Source: an optimization exercise on an open RTL-to-GDS flow (aim: small area and a short achievable clock period). Production flows keep margins and buffers that such runs may drop. Only simulation tests tie the RTL to the original design; equivalence was not proved.

==> flow/design.v, too long to show whole: its modules and the start of the top module <==
// module DelayNUnit: 33 lines
// module pipeline: 40 lines
// module booth_enc16: 29 lines
// module mul_fir_k12: 362 lines
// module mul_fir_k14: 368 lines
// module booth_enc9: 20 lines
// module mul_upd_k12: 223 lines
// module mul_upd_k14: 228 lines
// module add_tree_cs: 902 lines
// module angle_map_pib2: 54 lines
// module sin_cos_LUT_7QP: 563 lines
// module nonl_PhiMap_pip_lut: 22 lines
// module tflaf_top: 129 lines
module tflaf_top
#(parameter L_ORD = 2, Q_ORD = 7, WIDTH = 16, QP = 12)
(
    input clk,
    input reset,
    input [WIDTH-1:0] signal_in,
    input [WIDTH-1:0] desired_in,
    output [WIDTH-1:0] filter_out_d,
    output reg [WIDTH-1:0] error_d
);
  // ...
==> flow/run.sh <==
#!/bin/bash
# synth_recipe.tcl (not shown) runs the flow's synth.tcl, then flattens the netlist and writes it again
# the make line also repeats each setting of config.mk as NAME=value (left out here)
make -C /OpenROAD-flow-scripts/flow DESIGN_CONFIG=/design/flow/config.mk WORK_HOME=/design/flow/orfs CLKGATE_MAP_FILE= SYNTH_SCRIPT=/design/flow/synth_recipe.tcl finish
==> flow/config.mk <==
export PLATFORM = sky130hd
export DESIGN_NAME = tflaf_top
export DESIGN_NICKNAME = tflaf_top
export VERILOG_FILES = /design/flow/design.v
export SDC_FILE = /design/flow/constraint.sdc
export NUM_CORES = 4
export LEC_CHECK = 0
export ABC_AREA = 1
export CAP_MARGIN = 20
export CORE_MARGIN = 2
export CORE_UTILIZATION = 45
export PLACE_DENSITY = 0.6
export SETUP_SLACK_MARGIN = 3.0
export SLEW_MARGIN = 20
==> flow/constraint.sdc <==
create_clock -name core_clock -period 8.5 [get_ports {clk}]
set_input_delay 1.7000 -clock core_clock [delete_from_list [all_inputs] [get_ports {clk}]]
set_output_delay 1.7000 -clock core_clock [all_outputs]
set_load 0.01 [all_outputs]
==> impl_metrics.tcl, run 1 <==
set metrics [dict create \
    ys_seq_elements 1896 \
    wl_met3_microns 61400 \
    cp-endpoint "filter_out_d[12]" \
    route.met2.wl_microns 269000 \
    place_inst 27400 \
    numClockSinks 1896 \
    grt_setup_unrepaired "false" \
    ys_warn_count 35 \
    wl_per_cell_microns 22.8 \
    arrival_ns 3.55 \
    buf_share_pct 1.17 \
    ios 66 \
    ant_nets 0 \
    cts_resized 7 \
    synth_area_leaders "fa_1 24%, dfxtp_1 20%, xor2_1 13%" \
    htree_levels 4 \
    dominant_cells "multi-input gates" \
    clk_share_pct 3.97 \
    status "no timing/DRC/antenna violations" \
    seq_area_frac_synth_pct 20.0 \
    path_delay_family "compound AO/OA/AOI/OAI gates" \
    worstHoldEndpoint "f3[5][13]$_DFF_P_" \
    syn-cell-area_sq_um 190000 \
    synth_edf_count 0 \
    slew_violations 0 \
    ys_async_sr_fraction_pct 0 \
    initial_core_util_pct 45.2 \
    synth_fa_ha_area_share_pct 32.7 \
    cts_buffer_depth 4 \
    worst_slew_pin_slew_ns 1.19 \
    synth_area_per_cell_sq_um 8.42 \
    antenna-diode-count 26 \
    hp-class "reg -> reg" \
    core_area_sq_um 420000 \
    flops_and_latches 1896 \
    hold_ws_ns 0.294 \
    r2r_slack_ns 3.30 \
    vias 151000 \
]
==> run 2, diff against run 1 <==
--- a/flow/config.mk
+++ b/flow/config.mk
@@ -10,5 +10,5 @@
 export CORE_MARGIN = 2
 export CORE_UTILIZATION = 45
 export PLACE_DENSITY = 0.6
-export SETUP_SLACK_MARGIN = 3.0
+export SETUP_SLACK_MARGIN = 3.6
 export SLEW_MARGIN = 20
==> run 2 against run 1 <==
Still clean on timing, DRC and antenna; via count hardly changed; sequential share of layout area down 0.050 points; setup slack better by 0.24 ns; routed wire length is 0.13% higher; non-clock buffer count rose by 57; final area increased by 0.40%; critical path depth stayed put; flip-flop and latch count unchanged.
==> impl_metrics.tcl, run 2 <==
set metrics [dict create \
    fmax_mhz 199 \
    grt_setup_unrepaired "true" \
    fin_crit_sh_pct 59.0 \
    regMostFlops "e1" \
    path_max_fanout 2 \
    hold_viol 0 \
    fin_crit_ns 5.01 \
    fp-row-count 238 \
    synth_area_per_cell_sq_um 8.42 \
    finalSetupViolations 0 \
    cp-end-kind "output port" \
    tritoncts "yes" \
    finalSetupTns_ns 0 \
    port_buffers 65 \
    fin_area_sq_um 205000 \
    finClkSkew_ns 0.0625 \
    syn-cell-area_sq_um 190000 \
    max-cap-violations 0 \
    hp-class "reg -> reg" \
    clkLatencyLatePin_ns 1.02 \
    ios 66 \
    syn_to_final_growth_pct 7.68 \
    cp_slowest_cell "fa_2" \
    slew_violations 0 \
    worst-setup-path-type "reg -> out" \
    cts_buffers 224 \
    yosys.area.top_type "fa_1" \
    finalWirelength_microns 635000 \
    drt_first_iter_violations 15400 \
    yosysMostFrequentCell "inv_1" \
    crit_path_start_kind "flop" \
    synth_edf_count 0 \
    ys_seq_elements 1896 \
    antenna_found_initial 56 \
    grt_overflow 0 \
    drcViolationCount 0 \
    ant_nets 0 \
    final_core_util_pct 48.7 \
    grt_pass1_wl_microns 952000 \
    hpwl_microns 487000 \
    finalWorstSetupSlack_ns 3.49 \
    post_synth_num_cell_types 59 \
    ys_warn_count 35 \
    gr-usage-all-layers_pct 29.3 \
    slowest_delay_ns 0.36 \
    wl_per_cell_microns 22.7 \
    synth_area_leaders "fa_1 24%, dfxtp_1 20%, xor2_1 13%" \
    postSynthCellCount 22600 \
    grt_pass1_vias 150000 \
    vias 152000 \
    status "no timing/DRC/antenna violations" \
    maxSlewHeadroom_pct 22.1 \
    dpl-instance-area_sq_um 196000 \
    final_common_cell "inv_1" \
    die_h_microns 654 \
    drive_above_1_share_pct 4.86 \
    path_buf_inv 3 \
    cts_buffer_depth 4 \
    initial_core_util_pct 45.2 \
    final_cell_mix "4771 x inv_1, 2838 x xor2_1, 2268 x fa_1" \
    first_pass_iters 9 \
    die_w_microns 654 \
    clk_pin_slew_worst_paths_ns 0.06 \
    fin_nets 25700 \
    ys_async_sr_fraction_pct 0 \
    cts_root_buf "clkbuf_16" \
    ctsHoldBuffers 0 \
    die_area_sq_um 427000 \
    routabilityCongestion 1.02 \
    worst_slew_pin_slew_ns 1.17 \
    synth_common_cells "4800 x inv_1, 2856 x xor2_1, 2269 x fa_1" \
    arrival_ns 3.31 \
    largest_reg_flops 156 \
    path_delay_family "compound AO/OA/AOI/OAI gates" \
    grt_max_degree 165 \
    synth_top_area_share_pct 23.9 \
    synthFlopType "dfxtp_1" \
    synth_fp_nets 26200 \
    numClockSinks 1896 \
    cp_cell_sequence "ha_4, inv_2, fa_2, o21ai_2, a21oi_2, o21bai_2, nand3_1, nand2_2, a21oi_2, o21ai_2, nand2_1, inv_1, o21ai_1, nand2_1, xor2_2, buf_2" \
    vias_per_cell 5.43 \
    core_area_sq_um 420000 \
    htree_levels 4 \
    seq_area_frac_synth_pct 20.0 \
    dp_slack_ns 3.30 \
    cp_data_required_time_ns 6.80 \
]
==> run 2: changes by cell type in the layout (fill, tap and decap cells not counted), moves of 10 or more <==
cell,previous run,this run
buf_4,200,245
buf_6,0,10
clkinvlp_4,28,41
dfxtp_1,1881,1845
dfxtp_2,9,43
inv_1,4794,4771
nand2_1,1978,1951
nand2_2,32,58
==> run 2: routing by layer <==
layer / share of wire (%) / track usage, %
met1: 42 / 40.1
met2: 42 / 43.5
met3: 9.4 / 6.61
met4: 5.8 / 14.6
met5: 0.020 / 0
==> run 2: cells by family after synthesis <==
logic type      synth area share, %
buf+inv                        12.0
compound gates                 12.4
simple gates                   8.14
fa+ha+maj                      32.7
xor+xnor                       14.8
flops                          20.0
==> run 2: path summary, 6_finish.rpt <==
| kind | start | to | slack (ns) | cells past startpoint |
|---|---|---|---|---|
| worst max register to register | m0b[0][3]$_SDFF_PP0_ | yb[4]$_SDFF_PP0_ | 3.67 | 11 |
| worst max-delay path | yb[0]$_SDFF_PP0_ | filter_out_d[12] | 3.49 | 16 |
| worst min register to register | f1[4][11]$_DFF_P_ | f2[4][11]$_DFF_P_ | 0.29 | 0 |
| worst min-delay path | f1[4][11]$_DFF_P_ | f2[4][11]$_DFF_P_ | 0.29 | 0 |
==> run 2: repair_timing <==
item / CTS / global route
pin swaps: 7 / 16
setup buffers: 4 / 53
setup endpoints to repair: 51 / 99
cloned: 0 / 0
resized for setup: 56 / 118
==> run 2: cell type report <==
cell class,instances,area (sq um)
fillers,40800,216000
multi-input cells,14600,130000
flip-flops and latches,1896,38000
inverters,4961,18800
well taps,5640,7060
clock buffers,267,6120
repair buffers,334,2860
clock inverters,151,1960
diodes,27,67.6
==> run 2: through the flow <==
step	hold WS (ns)	std cells
3_3_place_gp	0.310	27400
6_report	0.293	27900
2_1_floorplan	0.310	22600
3_5_place_dp	0.312	27400
4_1_cts	0.282	27800
5_1_grt	0.311	27900
==> module tflaf_top, before the edit <==
module tflaf_top
#(parameter L_ORD = 2, Q_ORD = 7, WIDTH = 16, QP = 12)
(
    input clk,
    input reset,
    input [WIDTH-1:0] signal_in,
    input [WIDTH-1:0] desired_in,
    output [WIDTH-1:0] filter_out_d,
    output reg [WIDTH-1:0] error_d
);
    reg  [15:0] s1, d1, d2, d3, d4;
    reg  [9:0]  xt1, xt3;
    reg  [15:0] f0 [0:6], f1 [0:6], f2 [0:6], f3 [0:6], f4 [0:6];
    reg  [23:0] e1 [0:6];
    reg  [15:0] w0 [0:6], w1 [0:6], wc;
    reg  [15:0] m0a [0:6], m0b [0:6], m1a [0:6], m1b [0:6], mc;
    reg  [6:0]  m0c, m1c;
    reg  [12:0] xe0a [0:6], xe0b [0:6], xe1a [0:6], xe1b [0:6];
    reg  [6:0]  xe0c, xe1c;
    reg  [8:0]  xec;
    reg  [15:0] ya, yb;
    reg  [8:0]  mu;
    reg  [4:0]  mu_one, mu_two, mu_neg;
    wire [15:0] p0a [0:6], p0b [0:6], p1a [0:6], p1b [0:6];
    wire [6:0]  p0c, p1c;
    wire [12:0] q0a [0:6], q0b [0:6], q1a [0:6], q1b [0:6];
    wire [6:0]  q0c, q1c;
    wire [12:0] xe0 [0:6], xe1 [0:6];
    wire [15:0] fn [0:6];
    wire [23:0] en [0:6];
    wire [15:0] x_rnd  = signal_in + 16'd16;
    wire [9:0]  xt1_n  = x_rnd[14:5];
    wire [9:0]  xt3_n  = xt1_n + {xt1_n[8:0], 1'b0};
    wire [6*15-1:0] mag;
    wire [5:0]      sgn;
    nonl_PhiMap_pip_lut Phi(.x_trunc(xt1), .x_trunc3(xt3), .mag_packed(mag), .sign_packed(sgn));
    genvar g;
    generate
        for (g = 0; g < 7; g = g + 1) begin : br
            wire [7:0] one, two, neg;
            if (g == 0) begin : k12
                assign fn[g] = s1;
                booth_enc16 ENC(.a(f0[g]), .one(one), .two(two), .neg(neg));
                assign en[g] = {one, two, neg};
                mul_fir_k12 FM0(.one(en[g][23:16]), .two(en[g][15:8]), .neg(en[g][7:0]), .b(w0[g]),
                                .ya(p0a[g]), .yb(p0b[g]), .c(p0c[g]));
                mul_fir_k12 FM1(.one(e1[g][23:16]), .two(e1[g][15:8]), .neg(e1[g][7:0]), .b(w1[g]),
                                .ya(p1a[g]), .yb(p1b[g]), .c(p1c[g]));
                mul_upd_k12 UM0(.one(mu_one), .two(mu_two), .neg(mu_neg), .b(f3[g]),
                                .ya(q0a[g]), .yb(q0b[g]), .c(q0c[g]));
                mul_upd_k12 UM1(.one(mu_one), .two(mu_two), .neg(mu_neg), .b(f4[g]),
                                .ya(q1a[g]), .yb(q1b[g]), .c(q1c[g]));
                assign xe0[g] = xe0a[g] + xe0b[g] + xe0c[g];
                assign xe1[g] = xe1a[g] + xe1b[g] + xe1c[g];
            end else begin : k14
                assign fn[g] = {sgn[g-1], mag[15*(g-1) +: 15]};
                booth_enc16 ENC(.a({1'b0, f0[g][14:0]}), .one(one), .two(two), .neg(neg));
                assign en[g] = {one, 1'b0, two[6:0], neg ^ {8{f0[g][15]}}};
                mul_fir_k14 FM0(.one(en[g][23:16]), .two(en[g][15:8]), .neg(en[g][7:0]), .b(w0[g]),
                                .ya(p0a[g]), .yb(p0b[g]), .c(p0c[g]));
                mul_fir_k14 FM1(.one(e1[g][23:16]), .two(e1[g][15:8]), .neg(e1[g][7:0]), .b(w1[g]),
                                .ya(p1a[g]), .yb(p1b[g]), .c(p1c[g]));
                wire [9:0] r0a, r0b, r1a, r1b;
                mul_upd_k14 UM0(.one(mu_one), .two(mu_two), .neg(mu_neg), .sgn(f3[g][15]),
                                .b({1'b0, f3[g][14:0]}), .ya(r0a), .yb(r0b), .c(q0c[g]));
                mul_upd_k14 UM1(.one(mu_one), .two(mu_two), .neg(mu_neg), .sgn(f4[g][15]),
                                .b({1'b0, f4[g][14:0]}), .ya(r1a), .yb(r1b), .c(q1c[g]));
                assign q0a[g] = {3'd0, r0a}; assign q0b[g] = {3'd0, r0b};
                assign q1a[g] = {3'd0, r1a}; assign q1b[g] = {3'd0, r1b};
                wire [9:0] x0 = xe0a[g][9:0] + xe0b[g][9:0] + xe0c[g];
                wire [9:0] x1 = xe1a[g][9:0] + xe1b[g][9:0] + xe1c[g];
                assign xe0[g] = {{3{x0[9]}}, x0};
                assign xe1[g] = {{3{x1[9]}}, x1};
            end
            always @(posedge clk) begin
                f0[g] <= fn[g];
                f1[g] <= f0[g]; f2[g] <= f1[g]; f3[g] <= f2[g]; f4[g] <= f3[g];
                e1[g] <= en[g];
            end
            always @(posedge clk) begin
                if (reset) begin
                    m0a[g] <= 16'd0; m0b[g] <= 16'd0; m0c[g] <= 1'b0;
                    m1a[g] <= 16'd0; m1b[g] <= 16'd0; m1c[g] <= 1'b0;
                    xe0a[g] <= 13'd0; xe0b[g] <= 13'd0; xe0c[g] <= 1'b0;
                    xe1a[g] <= 13'd0; xe1b[g] <= 13'd0; xe1c[g] <= 1'b0;
                    w0[g] <= 16'd0; w1[g] <= 16'd0;
                end else begin
                    m0a[g] <= p0a[g]; m0b[g] <= p0b[g]; m0c[g] <= p0c[g];
                    m1a[g] <= p1a[g]; m1b[g] <= p1b[g]; m1c[g] <= p1c[g];
                    xe0a[g] <= q0a[g]; xe0b[g] <= q0b[g]; xe0c[g] <= q0c[g];
                    xe1a[g] <= q1a[g]; xe1b[g] <= q1b[g]; xe1c[g] <= q1c[g];
                    w0[g] <= w0[g] + {{3{xe0[g][12]}}, xe0[g]};
                    w1[g] <= w1[g] + {{3{xe1[g][12]}}, xe1[g]};
                end
            end
        end
    endgenerate
    wire [15:0] sa, sb;
    add_tree_cs YADD(.x({m0a[0], m0b[0], m1a[0], m1b[0], m0a[1], m0b[1], m1a[1], m1b[1],
                         m0a[2], m0b[2], m1a[2], m1b[2], m0a[3], m0b[3], m1a[3], m1b[3],
                         m0a[4], m0b[4], m1a[4], m1b[4], m0a[5], m0b[5], m1a[5], m1b[5],
                         m0a[6], m0b[6], m1a[6], m1b[6], mc}),
                     .c({m0c, m1c}), .ya(sa), .yb(sb));
    wire [15:0] err = d4 - ya - yb;
    wire [15:0] err_rnd = d4 - ya - yb + 16'd64;
    wire [8:0]  mu_n = err_rnd[15:7];
    wire [4:0]  mu_n_one, mu_n_two, mu_n_neg;
    booth_enc9 MUENC(.a(mu_n), .one(mu_n_one), .two(mu_n_two), .neg(mu_n_neg));
    always @(posedge clk) begin
        if (reset) begin
            s1 <= 16'd0; xt1 <= 10'd0; xt3 <= 10'd0;
            d1 <= 16'd0; d2 <= 16'd0; d3 <= 16'd0; d4 <= 16'd0;
            mc <= 16'd0; xec <= 9'd0; wc <= 16'd0;
            ya <= 16'd0; yb <= 16'd0; mu <= 9'd0; error_d <= 16'd0;
            mu_one <= 5'd0; mu_two <= 5'd0; mu_neg <= 5'd0;
        end else begin
            s1 <= signal_in; xt1 <= xt1_n; xt3 <= xt3_n;
            d1 <= desired_in; d2 <= d1; d3 <= d2; d4 <= d3;
            mc <= wc;
            xec <= mu;
            wc <= wc + {{7{xec[8]}}, xec};
            ya <= sa; yb <= sb;
            mu <= mu_n;
            mu_one <= mu_n_one; mu_two <= mu_n_two; mu_neg <= mu_n_neg;
            error_d <= err;
        end
    end
    assign filter_out_d = ya + yb;
endmodule
==> run 3, diff against run 2 <==
--- a/flow/design.v
+++ b/flow/design.v
@@ -2873,6 +2873,7 @@
     reg  [6:0]  xe0c, xe1c;
     reg  [8:0]  xec;
     reg  [15:0] ya, yb;
+    reg         reset_d;
     reg  [8:0]  mu;
     reg  [4:0]  mu_one, mu_two, mu_neg;
     wire [15:0] p0a [0:6], p0b [0:6], p1a [0:6], p1b [0:6];
@@ -2932,17 +2933,15 @@
                 e1[g] <= en[g];
             end
             always @(posedge clk) begin
-                if (reset) begin
-                    m0a[g] <= 16'd0; m0b[g] <= 16'd0; m0c[g] <= 1'b0;
-                    m1a[g] <= 16'd0; m1b[g] <= 16'd0; m1c[g] <= 1'b0;
-                    xe0a[g] <= 13'd0; xe0b[g] <= 13'd0; xe0c[g] <= 1'b0;
-                    xe1a[g] <= 13'd0; xe1b[g] <= 13'd0; xe1c[g] <= 1'b0;
+                m0a[g] <= p0a[g]; m0b[g] <= p0b[g]; m0c[g] <= p0c[g];
+                m1a[g] <= p1a[g]; m1b[g] <= p1b[g]; m1c[g] <= p1c[g];
+                xe0a[g] <= q0a[g]; xe0b[g] <= q0b[g]; xe0c[g] <= q0c[g];
+                xe1a[g] <= q1a[g]; xe1b[g] <= q1b[g]; xe1c[g] <= q1c[g];
+            end
+            always @(posedge clk) begin
+                if (reset | reset_d) begin
                     w0[g] <= 16'd0; w1[g] <= 16'd0;
                 end else begin
-                    m0a[g] <= p0a[g]; m0b[g] <= p0b[g]; m0c[g] <= p0c[g];
-                    m1a[g] <= p1a[g]; m1b[g] <= p1b[g]; m1c[g] <= p1c[g];
-                    xe0a[g] <= q0a[g]; xe0b[g] <= q0b[g]; xe0c[g] <= q0c[g];
-                    xe1a[g] <= q1a[g]; xe1b[g] <= q1b[g]; xe1c[g] <= q1c[g];
                     w0[g] <= w0[g] + {{3{xe0[g][12]}}, xe0[g]};
                     w1[g] <= w1[g] + {{3{xe1[g][12]}}, xe1[g]};
                 end
@@ -2964,20 +2963,27 @@
         if (reset) begin
             s1 <= 16'd0; xt1 <= 10'd0; xt3 <= 10'd0;
             d1 <= 16'd0; d2 <= 16'd0; d3 <= 16'd0; d4 <= 16'd0;
-            mc <= 16'd0; xec <= 9'd0; wc <= 16'd0;
-            ya <= 16'd0; yb <= 16'd0; mu <= 9'd0; error_d <= 16'd0;
+            mu <= 9'd0; error_d <= 16'd0;
             mu_one <= 5'd0; mu_two <= 5'd0; mu_neg <= 5'd0;
         end else begin
             s1 <= signal_in; xt1 <= xt1_n; xt3 <= xt3_n;
             d1 <= desired_in; d2 <= d1; d3 <= d2; d4 <= d3;
-            mc <= wc;
-            xec <= mu;
-            wc <= wc + {{7{xec[8]}}, xec};
-            ya <= sa; yb <= sb;
             mu <= mu_n;
             mu_one <= mu_n_one; mu_two <= mu_n_two; mu_neg <= mu_n_neg;
             error_d <= err;
         end
     end
+    always @(posedge clk) begin
+        reset_d <= reset;
+        mc <= wc;
+        xec <= mu;
+        if (reset | reset_d) begin
+            wc <= 16'd0;
+            ya <= 16'd0; yb <= 16'd0;
+        end else begin
+            wc <= wc + {{7{xec[8]}}, xec};
+            ya <= sa; yb <= sb;
+        end
+    end
     assign filter_out_d = ya + yb;
 endmodule
--- a/flow/config.mk
+++ b/flow/config.mk
@@ -10,5 +10,5 @@
 export CORE_MARGIN = 2
 export CORE_UTILIZATION = 45
 export PLACE_DENSITY = 0.6
-export SETUP_SLACK_MARGIN = 3.6
+export SETUP_SLACK_MARGIN = 3.8
 export SLEW_MARGIN = 20
==> run 3 against run 2 <==
Critical path type unchanged; routed wire length shrank 2.0%; utilization grew 0.16 points; clock skew grew 0.010 ns; synthesized cell count shrank 6.2%; non-clock buffer count grew 12; area after synthesis shrank 2.7%; final area shrank 2.3%; via count shrank 4.1%; die area shrank 2.7%.
==> impl_metrics.tcl, run 3 <==
set metrics [dict create \
    status "no timing/DRC/antenna violations" \
    slew_violations 0 \
    finalWorstSetupSlack_ns 3.23 \
    post_synth_num_cell_types 58 \
    final_core_util_pct 48.8 \
    hold_ws_ns 0.313 \
    hold_start "f2[2][11]$_DFF_P_" \
    layout.cells.non_filler 26500 \
    synth_top_area_share_pct 24.6 \
    crit_path_start_kind "flop" \
    cpMostUsedCell "nand2_2" \
    cts_buffers 222 \
    reg2reg_depth 13 \
    ant_nets 0 \
    ys_seq_elements 1897 \
    initial_core_util_pct 45.2 \
    die_h_microns 645 \
    numClockSinks 1897 \
    cp_data_required_time_ns 6.80 \
    syn-cell-area_sq_um 185000 \
    synth_fp_nets 24800 \
    cp_cell_sequence "ha_4, inv_2, fa_2, inv_2, nand2_2, nand2_2, a21oi_4, o21ai_4, a21oi_2, o21bai_2, a21oi_2, o21bai_4, and3_4, nand2_2, nand2_2, xor2_1, buf_2" \
    port_buffers 65 \
    r2r_slack_ns 3.86 \
    path_max_fanout 2 \
    seq_area_frac_synth_pct 20.5 \
    place_inst 25900 \
    grt_setup_unrepaired "true" \
    synth_area_per_cell_sq_um 8.73 \
    dpl-instance-area_sq_um 191000 \
    fin_crit_ns 5.27 \
    die_area_sq_um 416000 \
    htree_levels 4 \
    wl_per_cell_microns 23.5 \
    path_buf_inv 3 \
    max-cap-violations 0 \
    vias 145000 \
    synthFlopType "dfxtp_1" \
    die_w_microns 645 \
    slowest_delay_ns 0.36 \
    drive_above_1_share_pct 5.16 \
    min_path_cells 0 \
    tritoncts "yes" \
    cts_root_buf "clkbuf_16" \
    crit-reg2reg-launch "e1[2][17]$_DFF_P_" \
    drt_first_iter_violations 14100 \
    arrival_ns 3.57 \
    dp_slack_ns 2.87 \
    cp_slowest_cell "dfxtp_2" \
    postSynthCellCount 21200 \
    clkLatencyLatePin_ns 1.00 \
    synth_edf_count 0 \
    multi_input_area_sq_um 127000 \
    r2r_end "m1c[2]$_DFF_P_" \
    largest_reg_flops 156 \
    fin_crit_sh_pct 62.0 \
    cp-end-kind "output port" \
    regMostFlops "e1" \
    path_delay_family "compound AO/OA/AOI/OAI gates" \
    drcViolationCount 0 \
    vias_per_cell 5.49 \
    hold_viol 0 \
    cts_buffer_depth 4 \
    synth_area_leaders "fa_1 25%, dfxtp_1 21%, xor2_1 14%" \
    finalSetupTns_ns 0 \
    finalSetupViolations 0 \
    hpwl_microns 475000 \
    finClkSkew_ns 0.0730 \
    worst-setup-path-type "reg -> out" \
    finalWirelength_microns 622000 \
    final_common_cell "inv_1" \
    yosys.area.top_type "fa_1" \
    ff_latch_area_sq_um 38000 \
    yosysMostFrequentCell "inv_1" \
    routabilityCongestion 1.02 \
    synth_common_cells "4234 x inv_1, 2893 x xor2_1, 2269 x fa_1" \
    grt_pass1_vias 145000 \
    syn_to_final_growth_pct 8.14 \
    ys_warn_count 35 \
    ios 66 \
    grt_max_degree 139 \
    grt_overflow 0 \
    gr-usage-all-layers_pct 29.5 \
    grt_pass1_wl_microns 930000 \
    nFillCells 39300 \
    final_cell_mix "4203 x inv_1, 2874 x xor2_1, 2255 x fa_1" \
    worst_slew_pin_slew_ns 1.44 \
    fin_nets 24400 \
    fp-row-count 235 \
    ys_async_sr_fraction_pct 0 \
    antenna_found_initial 70 \
    fin_area_sq_um 200000 \
    core_area_sq_um 409000 \
    clk_pin_slew_worst_paths_ns 0.07 \
    first_pass_iters 8 \
    hp-class "reg -> reg" \
    worstHoldEndpoint "f3[2][11]$_DFF_P_" \
    maxSlewHeadroom_pct 3.34 \
    fmax_mhz 190 \
]
==> run 3: changes by cell type after synthesis, sizes merged, moves of 11 or more <==
| cell | delta |
|---|---|
| o21ai | -24 |
| a21oi | -33 |
| nand2 | +19 |
| clkbuf | -91 |
| xor2 | +34 |
| nor3 | -15 |
| o21a | +11 |
| o211ai | -17 |
| inv | -569 |
| xnor2 | +13 |
| buf | +12 |
| o21bai | +11 |
| o221ai | +17 |
| nor2 | -742 |
==> run 3: cells by family after synthesis <==
group	synth area share, %
fa+ha+maj	33.6
buf+inv	11.0
xor+xnor	15.5
compound gates	12.6
flops	20.5
simple gates	6.78
==> run 3: worst max path at each step <==
stage	depth (start not counted)	to	slack [ns]	from
floorplan	26	f0[2][4]$_SDFF_PN0_	3.83	xt1[0]$_SDFF_PP0_
global placement	17	filter_out_d[14]	2.88	ya[0]$_SDFF_PP0_
detailed placement	17	filter_out_d[14]	2.87	ya[0]$_SDFF_PP0_
CTS	17	filter_out_d[14]	3.01	yb[0]$_SDFF_PP0_
global route	17	filter_out_d[14]	3.10	ya[0]$_SDFF_PP0_
finish	17	filter_out_d[14]	3.23	ya[0]$_SDFF_PP0_
==> run 3: routing by layer <==
metal | up-vias | share of wire [%] | track usage [%]
li1 | 66300 | - | -
met1 | 71200 | 42 | 39.9
met2 | 6629 | 43 | 44.2
met3 | 1249 | 9.4 | 6.30
met4 | 18 | 6.3 | 15.8
met5 | - | 0.017 | 0
==> run 3: layout make-up <==
cell class | instances | area share (%)
diodes | 87 | 0.109
clock buffers | 269 | 3.02
clock inverters | 142 | 0.906
inverters | 4388 | 8.32
multi-input cells | 13900 | 63.7
flip-flops and latches | 1897 | 19.0
well taps | 5451 | 3.41
repair buffers | 346 | 1.50
==> run 3: timing repair <==
action                     CTS  global route
hold buffers                 0             0
cloned                       0             1
setup buffers               12            43
pin swaps                   23            26
resized for setup          126           122
setup endpoints to repair   98           130
==> run 4, diff against run 3 <==
--- a/flow/design.v
+++ b/flow/design.v
@@ -2865,7 +2865,6 @@
     reg  [15:0] s1, d1, d2, d3, d4;
     reg  [9:0]  xt1, xt3;
     reg  [15:0] f0 [0:6], f1 [0:6], f2 [0:6], f3 [0:6], f4 [0:6];
-    reg  [23:0] e1 [0:6];
     reg  [15:0] w0 [0:6], w1 [0:6], wc;
     reg  [15:0] m0a [0:6], m0b [0:6], m1a [0:6], m1b [0:6], mc;
     reg  [6:0]  m0c, m1c;
@@ -2882,7 +2881,7 @@
     wire [6:0]  q0c, q1c;
     wire [12:0] xe0 [0:6], xe1 [0:6];
     wire [15:0] fn [0:6];
-    wire [23:0] en [0:6];
+    wire [23:0] en [0:6], en1 [0:6];
     wire [15:0] x_rnd  = signal_in + 16'd16;
     wire [9:0]  xt1_n  = x_rnd[14:5];
     wire [9:0]  xt3_n  = xt1_n + {xt1_n[8:0], 1'b0};
@@ -2897,9 +2896,12 @@
                 assign fn[g] = s1;
                 booth_enc16 ENC(.a(f0[g]), .one(one), .two(two), .neg(neg));
                 assign en[g] = {one, two, neg};
+                wire [7:0] one1, two1, neg1;
+                booth_enc16 ENC1(.a(f1[g]), .one(one1), .two(two1), .neg(neg1));
+                assign en1[g] = {one1, two1, neg1};
                 mul_fir_k12 FM0(.one(en[g][23:16]), .two(en[g][15:8]), .neg(en[g][7:0]), .b(w0[g]),
                                 .ya(p0a[g]), .yb(p0b[g]), .c(p0c[g]));
-                mul_fir_k12 FM1(.one(e1[g][23:16]), .two(e1[g][15:8]), .neg(e1[g][7:0]), .b(w1[g]),
+                mul_fir_k12 FM1(.one(en1[g][23:16]), .two(en1[g][15:8]), .neg(en1[g][7:0]), .b(w1[g]),
                                 .ya(p1a[g]), .yb(p1b[g]), .c(p1c[g]));
                 mul_upd_k12 UM0(.one(mu_one), .two(mu_two), .neg(mu_neg), .b(f3[g]),
                                 .ya(q0a[g]), .yb(q0b[g]), .c(q0c[g]));
@@ -2911,9 +2913,12 @@
                 assign fn[g] = {sgn[g-1], mag[15*(g-1) +: 15]};
                 booth_enc16 ENC(.a({1'b0, f0[g][14:0]}), .one(one), .two(two), .neg(neg));
                 assign en[g] = {one, 1'b0, two[6:0], neg ^ {8{f0[g][15]}}};
+                wire [7:0] one1, two1, neg1;
+                booth_enc16 ENC1(.a({1'b0, f1[g][14:0]}), .one(one1), .two(two1), .neg(neg1));
+                assign en1[g] = {one1, 1'b0, two1[6:0], neg1 ^ {8{f1[g][15]}}};
                 mul_fir_k14 FM0(.one(en[g][23:16]), .two(en[g][15:8]), .neg(en[g][7:0]), .b(w0[g]),
                                 .ya(p0a[g]), .yb(p0b[g]), .c(p0c[g]));
-                mul_fir_k14 FM1(.one(e1[g][23:16]), .two(e1[g][15:8]), .neg(e1[g][7:0]), .b(w1[g]),
+                mul_fir_k14 FM1(.one(en1[g][23:16]), .two(en1[g][15:8]), .neg(en1[g][7:0]), .b(w1[g]),
                                 .ya(p1a[g]), .yb(p1b[g]), .c(p1c[g]));
                 wire [9:0] r0a, r0b, r1a, r1b;
                 mul_upd_k14 UM0(.one(mu_one), .two(mu_two), .neg(mu_neg), .sgn(f3[g][15]),
@@ -2930,7 +2935,6 @@
             always @(posedge clk) begin
                 f0[g] <= fn[g];
                 f1[g] <= f0[g]; f2[g] <= f1[g]; f3[g] <= f2[g]; f4[g] <= f3[g];
-                e1[g] <= en[g];
             end
             always @(posedge clk) begin
                 m0a[g] <= p0a[g]; m0b[g] <= p0b[g]; m0c[g] <= p0c[g];
==> run 4 against run 3 <==
Setup slack better by 0.0024 ns; non-clock buffer count rose by 33; critical endpoint is now filter_out_d[12]; utilization rose by 0.15 points; via count grew 0.15%; clock skew increased by 0.031 ns; final area shrank 1.1%; clock-buffer cell count grew 11; highest routed layer unchanged; register-to-register slack about the same; global-route usage down 0.59 points.
==> impl_metrics.tcl, run 4 <==
set metrics [dict create \
    m1WireLength_microns 257000 \
    drive_above_1_share_pct 5.23 \
    ant_nets 0 \
    grt_setup_unrepaired "true" \
    clk_pin_slew_worst_paths_ns 0.06 \
    cp-end-kind "output port" \
    die_h_microns 641 \
    antenna_found_initial 53 \
    yosysMostFrequentCell "inv_1" \
    maxSlewHeadroom_pct 9.44 \
    postSynthCellCount 21100 \
    core_area_sq_um 403000 \
    hold_viol 0 \
    die_w_microns 641 \
    route.met2.wl_microns 261000 \
    synth_area_leaders "fa_1 25%, dfxtp_1 19%, xor2_1 14%" \
    crit_path_start_kind "flop" \
    grt_max_degree 113 \
    finClkSkew_ns 0.104 \
    fin_crit_sh_pct 62.0 \
    gr-usage-all-layers_pct 28.9 \
    crit-reg2reg-launch "mc[12]$_DFF_P_" \
    cts_buffer_depth 4 \
    synth_area_per_cell_sq_um 8.64 \
    status "no timing/DRC/antenna violations" \
    finalWirelength_microns 600000 \
    synth_common_cells "4100 x inv_1, 2838 x xor2_1, 2270 x o22ai_1" \
    drt_first_iter_violations 14700 \
    vias_per_cell 5.52 \
    post_synth_num_cell_types 60 \
    worst-setup-path-type "reg -> out" \
    max-cap-violations 0 \
    ys_async_sr_fraction_pct 0 \
    maxUsedRoutingLayer "met5" \
    numClockSinks 1756 \
    ys_seq_elements 1756 \
    reg2reg_depth 13 \
    synth_top_area_share_pct 24.9 \
    grt_pass1_wl_microns 906000 \
    vias 146000 \
    fin_crit_ns 5.27 \
    layout.cells.non_filler 26400 \
    port_buffers 65 \
    place_inst 25900 \
    syn-cell-area_sq_um 183000 \
    fmax_mhz 190 \
    seq_area_frac_synth_pct 19.2 \
    cts_root_buf "clkbuf_16" \
    hpwl_microns 457000 \
    cts_buffers 212 \
    yosys.area.top_type "fa_1" \
    fin_nets 24400 \
    grt_overflow 0 \
    hold_ws_ns 0.304 \
    initial_core_util_pct 45.3 \
    hp-class "reg -> reg" \
    final_core_util_pct 49.0 \
    cp_data_required_time_ns 6.80 \
    ctsHoldBuffers 0 \
    htree_levels 4 \
    worst_slew_pin_slew_ns 1.35 \
    die_area_sq_um 411000 \
    r2r_slack_ns 3.85 \
    clkLatencyLatePin_ns 0.99 \
    r2r_end "yb[15]$_SDFF_PP0_" \
    synth_fp_nets 24800 \
    ios 66 \
    finalSetupViolations 0 \
    wl_met3_microns 55700 \
    finalSetupTns_ns 0 \
    hold_start "mu[4]$_SDFF_PP0_" \
    tritoncts "yes" \
    cp-endpoint "filter_out_d[12]" \
    grt_pass1_vias 142000 \
    routabilityCongestion 0.976 \
    drcViolationCount 0 \
    final_common_cell "inv_1" \
    fp-row-count 233 \
    wl_per_cell_microns 22.8 \
    startpoint "ya[0]$_SDFF_PP0_" \
    nFillCells 38900 \
    synth_edf_count 0 \
    synthFlopType "dfxtp_1" \
    path_max_fanout 2 \
    syn_to_final_growth_pct 8.18 \
    ys_warn_count 33 \
    final_cell_mix "4074 x inv_1, 2816 x xor2_1, 2269 x o22ai_1" \
    first_pass_iters 6 \
    slew_violations 0 \
    arrival_ns 3.57 \
]
[run 4: final cells by class]
| cell class | instances | area (sq um) | share of cell area (%) |
|---|---|---|---|
| Antenna cell | 28 | 70.1 | 0.0355 |
| Clock buffer | 280 | 5980 | 3.02 |
| Clock inverter | 110 | 1580 | 0.799 |
| Inverter | 4237 | 16000 | 8.10 |
| Multi-Input combinational cell | 14200 | 129000 | 65.2 |
| Sequential cell | 1756 | 35200 | 17.8 |
| Tap cell | 5405 | 6760 | 3.42 |
| Timing Repair Buffer | 379 | 3210 | 1.62 |
[run 4: repair_timing]
| action | in CTS | in global routing |
|---|---|---|
| pin swaps | 15 | 26 |
| endpoints found under the hold margin | 0 | 0 |
| setup endpoints to repair | 54 | 120 |
| buffers inserted | 13 | 32 |
| resized for setup | 138 | 139 |
[run 4: worst min-delay path by stage]
| stage | to | cells after the start |
|---|---|---|
| floorplan | f0[0][0]$_DFF_P_ | 0 |
| global placement | f0[0][13]$_DFF_P_ | 0 |
| detailed placement | f0[0][10]$_DFF_P_ | 0 |
| CTS | xec[4]$_DFF_P_ | 0 |
| global route | xec[4]$_DFF_P_ | 0 |
| finish | xec[4]$_DFF_P_ | 0 |
[run 4: kinds of logic (layout without fill, tap and decap cells)]
| group | after synthesis | in the layout | synth area share, % |
|---|---|---|---|
| AND/OR/NAND/NOR | 3298 | 3298 | 7.27 |
| buffers and inverters | 5210 | 5006 | 10.8 |
| XOR/XNOR | 3298 | 3298 | 15.9 |
| AO/OA/AOI/OAI | 3976 | 3976 | 12.9 |
| other | 0 | 28 | 0 |
| flip-flops | 1756 | 1756 | 19.2 |
| adder cells (fa/ha/maj) | 3600 | 3600 | 34.0 |
[run 4: critical path, cell delays in order, from the launching register on]
cell	delay, ns
dfxtp_2	0.36
ha_4	0.15
inv_2	0.04
fa_2	0.36
o21ai_4	0.17
a21oi_2	0.10
o21bai_4	0.15
nand2_2	0.07
nand2_2	0.08
a21oi_4	0.06
nor2_1	0.09
o21ai_1	0.06
nand2_1	0.10
nand2_1	0.06
nand2_1	0.06
nand2_1	0.06
nand2_2	0.11
xor2_4	0.35
buf_6	0.16
[run 4: layer usage]
layer	up-vias	track usage (%)
met5	-	0
met4	20	11.2
met3	1068	5.16
met2	6709	43.8
met1	71300	41.0
li1	66400	-
[run 4: through the flow]
step / area [sq um] / setup WS (ns)
CTS: 197000 / 3.18
global placement: 189000 / 1.78
detailed placement: 189000 / 3.04
global route: 198000 / 3.14
floorplan: 183000 / 4.01
finish: 198000 / 3.23
==> run 5, diff against run 4 <==
--- a/flow/design.v
+++ b/flow/design.v
@@ -2872,7 +2872,6 @@
     reg  [6:0]  xe0c, xe1c;
     reg  [8:0]  xec;
     reg  [15:0] ya, yb;
-    reg         reset_d;
     reg  [8:0]  mu;
     reg  [4:0]  mu_one, mu_two, mu_neg;
     wire [15:0] p0a [0:6], p0b [0:6], p1a [0:6], p1b [0:6];
@@ -2933,19 +2932,20 @@
                 assign xe1[g] = {{3{x1[9]}}, x1};
             end
             always @(posedge clk) begin
-                f0[g] <= fn[g];
-                f1[g] <= f0[g]; f2[g] <= f1[g]; f3[g] <= f2[g]; f4[g] <= f3[g];
-            end
-            always @(posedge clk) begin
-                m0a[g] <= p0a[g]; m0b[g] <= p0b[g]; m0c[g] <= p0c[g];
-                m1a[g] <= p1a[g]; m1b[g] <= p1b[g]; m1c[g] <= p1c[g];
-                xe0a[g] <= q0a[g]; xe0b[g] <= q0b[g]; xe0c[g] <= q0c[g];
-                xe1a[g] <= q1a[g]; xe1b[g] <= q1b[g]; xe1c[g] <= q1c[g];
-            end
-            always @(posedge clk) begin
-                if (reset | reset_d) begin
+                if (reset) begin
+                    f0[g] <= 16'd0; f1[g] <= 16'd0; f2[g] <= 16'd0; f3[g] <= 16'd0; f4[g] <= 16'd0;
+                    m0a[g] <= 16'd0; m0b[g] <= 16'd0; m0c[g] <= 1'b0;
+                    m1a[g] <= 16'd0; m1b[g] <= 16'd0; m1c[g] <= 1'b0;
+                    xe0a[g] <= 13'd0; xe0b[g] <= 13'd0; xe0c[g] <= 1'b0;
+                    xe1a[g] <= 13'd0; xe1b[g] <= 13'd0; xe1c[g] <= 1'b0;
                     w0[g] <= 16'd0; w1[g] <= 16'd0;
                 end else begin
+                    f0[g] <= fn[g];
+                    f1[g] <= f0[g]; f2[g] <= f1[g]; f3[g] <= f2[g]; f4[g] <= f3[g];
+                    m0a[g] <= p0a[g]; m0b[g] <= p0b[g]; m0c[g] <= p0c[g];
+                    m1a[g] <= p1a[g]; m1b[g] <= p1b[g]; m1c[g] <= p1c[g];
+                    xe0a[g] <= q0a[g]; xe0b[g] <= q0b[g]; xe0c[g] <= q0c[g];
+                    xe1a[g] <= q1a[g]; xe1b[g] <= q1b[g]; xe1c[g] <= q1c[g];
                     w0[g] <= w0[g] + {{3{xe0[g][12]}}, xe0[g]};
                     w1[g] <= w1[g] + {{3{xe1[g][12]}}, xe1[g]};
                 end
@@ -2978,13 +2978,12 @@
         end
     end
     always @(posedge clk) begin
-        reset_d <= reset;
-        mc <= wc;
-        xec <= mu;
-        if (reset | reset_d) begin
-            wc <= 16'd0;
+        if (reset) begin
+            mc <= 16'd0; xec <= 9'd0; wc <= 16'd0;
             ya <= 16'd0; yb <= 16'd0;
         end else begin
+            mc <= wc;
+            xec <= mu;
             wc <= wc + {{7{xec[8]}}, xec};
             ya <= sa; yb <= sb;
         end
==> run 5 against run 4 <==
Still clean; die area increased by 4.4%; via count is 6.3% higher; utilization decreased by 0.25 points; flip-flop and latch count is 1 lower; final area up 4.3%; area after synthesis grew 4.5%; cell count is 9.1% higher.
==> impl_metrics.tcl, run 5 <==
set metrics [dict create \
    fin_crit_sh_pct 59.9 \
    cts_buffers 215 \
    finalWorstSetupSlack_ns 3.41 \
    initial_core_util_pct 45.1 \
    layout.cells.non_filler 28800 \
    place_inst 28300 \
    cp-end-kind "output port" \
    dp_slack_ns 3.08 \
    path_max_fanout 5 \
    hold_ws_ns 0.382 \
    cts_buffer_depth 4 \
    hpwl_microns 488000 \
    cts_root_buf "clkbuf_16" \
    synth_area_per_cell_sq_um 8.18 \
    syn_to_final_growth_pct 8.07 \
    first_pass_iters 8 \
    synth_common_cells "4883 x inv_1, 2790 x xor2_1, 2269 x fa_1" \
    maxSlewHeadroom_pct 23.3 \
    worst-setup-path-type "reg -> out" \
    ant_nets 0 \
    seq_area_frac_synth_pct 18.4 \
    r2r_slack_ns 3.78 \
    numClockSinks 1755 \
    die_area_sq_um 429000 \
    cp_data_required_time_ns 6.80 \
    hold_viol 0 \
    ys_warn_count 33 \
    postSynthCellCount 23300 \
    antenna_found_initial 32 \
    worst_slew_pin_slew_ns 1.15 \
    synth_edf_count 0 \
    vias 155000 \
    syn-cell-area_sq_um 191000 \
    grt_setup_unrepaired "true" \
    ys_async_sr_fraction_pct 0 \
    drcViolationCount 0 \
    final_common_cell "inv_1" \
    core_area_sq_um 423000 \
    drive_above_1_share_pct 5.47 \
    ios 66 \
    vias_per_cell 5.38 \
    final_cell_mix "4853 x inv_1, 2763 x xor2_1, 2267 x o22ai_1" \
    synth_fp_nets 27000 \
    max-cap-violations 0 \
    clk_pin_slew_worst_paths_ns 0.06 \
    yosys.area.top_type "fa_1" \
    crit_path_start_kind "flop" \
    status "no timing/DRC/antenna violations" \
    die_h_microns 655 \
    ys_seq_elements 1755 \
    finalWirelength_microns 633000 \
    grt_overflow 0 \
    finalSetupTns_ns 0 \
    wl_per_cell_microns 22.0 \
    synthFlopType "dfxtp_1" \
    gr-usage-all-layers_pct 29.2 \
    post_synth_num_cell_types 60 \
    drt_first_iter_violations 14500 \
    routabilityCongestion 0.988 \
    port_buffers 65 \
    finalSetupViolations 0 \
    fin_crit_ns 5.09 \
    slew_violations 0 \
    synth_top_area_share_pct 23.8 \
    grt_pass1_wl_microns 958000 \
    clkLatencyLatePin_ns 0.98 \
    fmax_mhz 196 \
    grt_max_degree 182 \
    die_w_microns 655 \
    synth_area_leaders "fa_1 24%, dfxtp_1 18%, xor2_1 13%" \
    hp-class "reg -> reg" \
    arrival_ns 3.39 \
    fp-row-count 239 \
    fin_nets 26500 \
    final_core_util_pct 48.7 \
    tritoncts "yes" \
    ctsHoldBuffers 0 \
    finClkSkew_ns 0.0799 \
    grt_pass1_vias 154000 \
    yosysMostFrequentCell "inv_1" \
    htree_levels 4 \
]
==> run 5: cell type report <==
type,count,area [sq um]
Fill cell,41100,217000
Multi-Input combinational cell,15400,133000
Sequential cell,1755,35200
Inverter,5135,19500
Tap cell,5663,7090
Clock buffer,275,5980
Timing Repair Buffer,431,3730
Clock inverter,122,1570
Antenna cell,22,55.1
==> run 5: worst max-delay path: stages, from the launching register on <==
cell and delay [ns]:
dfxtp_1 0.34, inv_1 0.10, ha_4 0.31, a21oi_1 0.07
o211ai_1 0.28, a21oi_1 0.11, o21ai_1 0.20, nand2_1 0.09
inv_2 0.07, o21ai_1 0.07, nand2_2 0.15, nand3_4 0.11
o21ai_4 0.22, xnor2_4 0.18, buf_6 0.17
==> run 5: repair_timing <==
| action | CTS | global route |
|---|---|---|
| buffers inserted | 14 | 56 |
| pin swaps | 21 | 57 |
| setup endpoints to repair | 134 | 173 |
| gates cloned | 0 | 1 |
| resized for setup | 194 | 197 |
==> run 5: per-stage QoR <==
stage	instance area [sq um]
global placement	197000
floorplan	191000
detailed placement	197000
finish	206000
CTS	205000
global route	206000
==> run 5: routing by layer <==
metal	GRT usage [%]	up-vias	wire length (microns)
li1	-	71800	-
met1	38.7	75500	262000
met2	45.4	6246	281000
met3	5.09	1217	51300
met4	15.4	6	38800
met5	0	-	38
==> run 5: cells by family (layout without fill, tap and decap cells) <==
| logic type | Yosys count | after routing | share of synthesized area (%) |
|---|---|---|---|
| adder cells (fa/ha/maj) | 3598 | 3598 | 32.5 |
| AO/OA/AOI/OAI | 4008 | 4008 | 12.4 |
| XOR/XNOR | 3265 | 3265 | 15.0 |
| flip-flops | 1755 | 1755 | 18.4 |
| AND/OR/NAND/NOR | 4480 | 4480 | 9.28 |
| buffers and inverters | 6227 | 5963 | 12.4 |
| other | 0 | 22 | 0 |
==> run 5: worst paths after layout <==
| kind | startpoint | to | cells after the start |
|---|---|---|---|
| min reg2reg | mu[4]$_SDFF_PP0_ | xec[4]$_SDFF_PP0_ | 2 |
| max reg2reg | mu_one[1]$_SDFF_PP0_ | xe0c[6]$_SDFF_PP0_ | 18 |
| min | mu[4]$_SDFF_PP0_ | xec[4]$_SDFF_PP0_ | 2 |
| max | ya[4]$_SDFF_PP0_ | filter_out_d[15] | 14 |

-- afterwards: timing with drivers on the ports --
Ports are ideal in the flow. The routed layouts listed here were re-timed in OpenROAD. Step 1: set_driving_cell puts a clkbuf_16 on clk and a buf_2 on each other input, an assumption about the parent block. Step 2, shift: input delay + t, output delay - t, t = (earliest + latest rising clock arrival at the registers) / 2. This alone moves slack from input paths to output paths. Slacks: ideal / step 1 / step 2; pairs: ideal / step 1.
run | t, ns | setup slack, ns | worst setup path at the end | latest minus earliest clock arrival (ns) | pins driven straight from the clock port
run 1 | 1.087 | 3.249 / 3.148 / 3.299 | register to register | 0.058 / 0.058 | 1
run 2 | 1.091 | 3.486 / 3.386 / 3.307 | input to register | 0.064 / 0.063 | 1
run 3 | 1.075 | 3.231 / 3.117 / 3.573 | input to register | 0.075 / 0.075 | 1
run 4 | 1.067 | 3.233 / 3.108 / 3.670 | input to register | 0.113 / 0.112 | 1
run 5 | 1.062 | 3.410 / 3.294 / 3.613 | input to register | 0.086 / 0.087 | 1
After both steps every run listed still meets setup and hold. For run 2, which loses most, drivers alone change the setup slack by -0.100 ns; drivers and shift together by -0.179 ns.
